This design comes from an exercise in tuning for small area, a short achievable clock period and few clock cycles on the open sky130 flow, not from production work.
Function was checked by simulation only, so behaviour that the tests miss may differ from the original.
Power is estimated from default activity; no workload was simulated.

v24:
==> flow/design.v (excerpt) <==
module levinson_top(clock, reset, start, done,
	scratch_mem_read_addr, scratch_mem_in,
	scratch_mem_write_addr, scratch_mem_out, scratch_mem_write_en);
clock: 20.0 ns
lec_check: 0
abc_area: 1
cap_margin: 20
core_margin: 2
core_utilization: 45
cts_cluster_diameter: 100
cts_cluster_size: 16
place_density: 0.65
slew_margin: 20
standard.sh (not shown) runs the stock make flow with config.mk's settings and CLKGATE_MAP_FILE= SYNTH_SCRIPT=/design/flow/synth_recipe.tcl, a recipe that flattens the netlist after the stock synthesis.
==> flow/flow/run.sh <==
#!/bin/bash
set -euo pipefail
bash standard.sh SETUP_SLACK_MARGIN=15 finish > standard.log 2>&1
Testbench counts of v24, summed over its fixed seeds: cycles 1,370,400.
> inputs changed (v24 -> v34)
# v24
export LEC_CHECK = 0
export ABC_AREA = 1
export CAP_MARGIN = 20
export CORE_MARGIN = 2
export CORE_UTILIZATION = 45
export CTS_CLUSTER_DIAMETER = 100
export CTS_CLUSTER_SIZE = 16
export PLACE_DENSITY = 0.65
export SLEW_MARGIN = 20
create_clock -name core_clock -period 20.0 [get_ports {clock}]
# v34
export LEC_CHECK = 0
export ABC_AREA = 1
export CAP_MARGIN = 20
export CORE_MARGIN = 2
export CORE_UTILIZATION = 40
export CTS_CLUSTER_DIAMETER = 100
export CTS_CLUSTER_SIZE = 16
export PLACE_DENSITY = 0.6
export SLEW_MARGIN = 20
create_clock -name core_clock -period 20.0 [get_ports {clock}]
==> comparison <==
- Compared with v24, v34 shows a lower global-route usage.
- [compare] base=v24 new=v34: flip-flop and latch share of the layout cell area now sits at about the same level, total design power now sits lower, cell area now sits at about the same level.
Edits applied to the flow inputs when going from v34 to v52:
# v34
export LEC_CHECK = 0
export ABC_AREA = 1
export CAP_MARGIN = 20
export CORE_MARGIN = 2
export CORE_UTILIZATION = 40
export CTS_CLUSTER_DIAMETER = 100
export CTS_CLUSTER_SIZE = 16
export PLACE_DENSITY = 0.6
export SLEW_MARGIN = 20
create_clock -name core_clock -period 20.0 [get_ports {clock}]
# v52
export LEC_CHECK = 0
export ABC_AREA = 1
export CAP_MARGIN = 20
export CORE_MARGIN = 2
export CORE_UTILIZATION = 40
export CTS_CLUSTER_DIAMETER = 100
export CTS_CLUSTER_SIZE = 16
export PLACE_DENSITY = 0.6
export SLEW_MARGIN = 20
export TNS_END_PERCENT = 20
create_clock -name core_clock -period 20.0 [get_ports {clock}]
==> comparison <==
Looking at the reports, v52 completed the entire flow and the layout it produced met the timing, DRC and antenna checks. v34 -> v52: number of cells on the worst hold path delta 0, exact match. Taking v34 as the reference, in v52 area overhead of the layout relative to synthesis down 0.36 points; final non-filler cell total level; register-to-register slack decreased 260 ps; sequential share of layout area shows no meaningful change; global-route wire length before repair has remained practically unchanged. [diff] number of design-rule violations left by the first detailed-router iteration, v52 relative to v34: improvement. From v34 to v52 the numbers moved as follows: pin slew with the least headroom to its limit went down by 14 ps, number of nets in the finished design roughly the same, cell area shows a reduction of 0.33%. Overall routing resource usage: v34 vs v52, no meaningful difference.


levinson_top, a different RTL version from the one above (not shown whole).
For scale: ~6500 cells after synthesis, roughly 93 I/O pins, ~48000 um2 of cells after synthesis.
clock: 20.0 ns
lec_check: 0
abc_area: 1
cap_margin: 20
core_margin: 2
core_utilization: 35
cts_cluster_diameter: 100
cts_cluster_size: 16
place_density: 0.55
slew_margin: 20
Scripts as last shown in full above: flow/flow/run.sh
Testbench counts at the start, summed over its fixed seeds: cycles 1,327,200.
Then changed:
- CORE_UTILIZATION: 35 -> 40
- PLACE_DENSITY: 0.55 -> 0.6
After rerunning:
- The new run produced a clean layout
- global-route usage climbs by 0.75 points
- synthesized cell count does not change
- critical path depth is unchanged
- clock skew drops by 0.028 ns
- setup slack improved by 0.032 ns
- clock power barely changes
- total power is about the same
- combinational power hardly moves
Then changed:
==> flow/run.sh (new file) <==
#!/bin/bash
# synth_recipe.tcl (not shown) runs the flow's synth.tcl, then flattens the netlist and writes it again
# the make line also repeats each setting of config.mk as NAME=value (left out here)
make -C /OpenROAD-flow-scripts/flow DESIGN_CONFIG=/design/flow/config.mk WORK_HOME=/design/flow/orfs CLKGATE_MAP_FILE= SYNTH_SCRIPT=/design/flow/synth_recipe.tcl finish
- CTS_CLUSTER_DIAMETER: 100 -> not set
- CTS_CLUSTER_SIZE: 16 -> not set
removed: flow/flow/run.sh
removed: flow/standard.sh
The changed run produced a clean layout. Fmax fell by about 23%. Final area increases by 0.94%. Sequential cell count does not change.


north:
levinson_top again, from the RTL that the note above started with.
clock: 20.0 ns
lec_check: 0
abc_area: 1
cap_margin: 20
core_margin: 2
core_utilization: 40
cts_cluster_diameter: 100
cts_cluster_size: 16
place_density: 0.6
slew_margin: 20
==> flow/flow/run.sh <==
#!/bin/bash
set -euo pipefail
bash standard.sh SETUP_SLACK_MARGIN=15.2 finish > standard.log 2>&1
Testbench counts of north, summed over its fixed seeds: cycles 1,327,200.
#### Input delta (south over north)
- CTS_CLUSTER_DIAMETER: 100 -> 110
- CTS_CLUSTER_SIZE: 16 -> 18
==> flow/flow/run.sh <==
#!/bin/bash
set -euo pipefail
bash standard.sh SETUP_SLACK_MARGIN=15 finish > standard.log 2>&1
Against north, south reports a utilization that is lower.
Taking south over north, the count of plain and timing-repair buffers in the layout ratio works out to 0.947.
Between north and south, the difference in fmax is negligible.

-- separate check: timing with driven ports --
How much do the figures lean on ideal ports? The routed layouts below were timed once more, with nothing changed but the port constraints.
Step 1: set_driving_cell puts a clkbuf_16 on clock and a buf_2 on each other input, an assumption about the parent block.
Step 2 times the ports against the registers' clock, not the clock port: input delays grow and output delays shrink by t, the midpoint of the rising clock arrivals with the driver on.
a / b / c = no drivers / after step 1 / after step 2; a / b = the first two.
run	shift t [ns]	slack for setup (ns)	worst hold slack (ns)	worst setup path after step 2	worst data-port slew with drivers (ns)
v24	0.754	14.777 / 14.696 / 14.742	0.355 / 0.355 / 0.355	input to register	0.12
v34	0.764	14.816 / 14.735 / 14.710	0.376 / 0.376 / 0.376	input to register	0.08
v52	0.758	14.820 / 14.740 / 14.705	0.379 / 0.379 / 0.379	input to register	0.08
the first run of note 2	0.764	14.749 / 14.662 / 14.473	0.365 / 0.365 / 0.365	input to register	0.10
the second run of note 2	0.770	14.780 / 14.697 / 14.610	0.393 / 0.393 / 0.393	input to register	0.06
the third run of note 2	0.782	13.207 / 13.207 / 13.207	0.381 / 0.381 / 0.381	register to register	0.07
north	0.770	14.780 / 14.702 / 14.598	0.393 / 0.393 / 0.393	input to register	0.06
south	0.738	14.788 / 14.709 / 14.626	0.387 / 0.387 / 0.387	input to register	0.08
After both steps setup and hold are still met in every run listed. The setup slack of the first run of note 2, which loses most, moves by -0.087 ns with the drivers and by -0.276 ns with both steps.
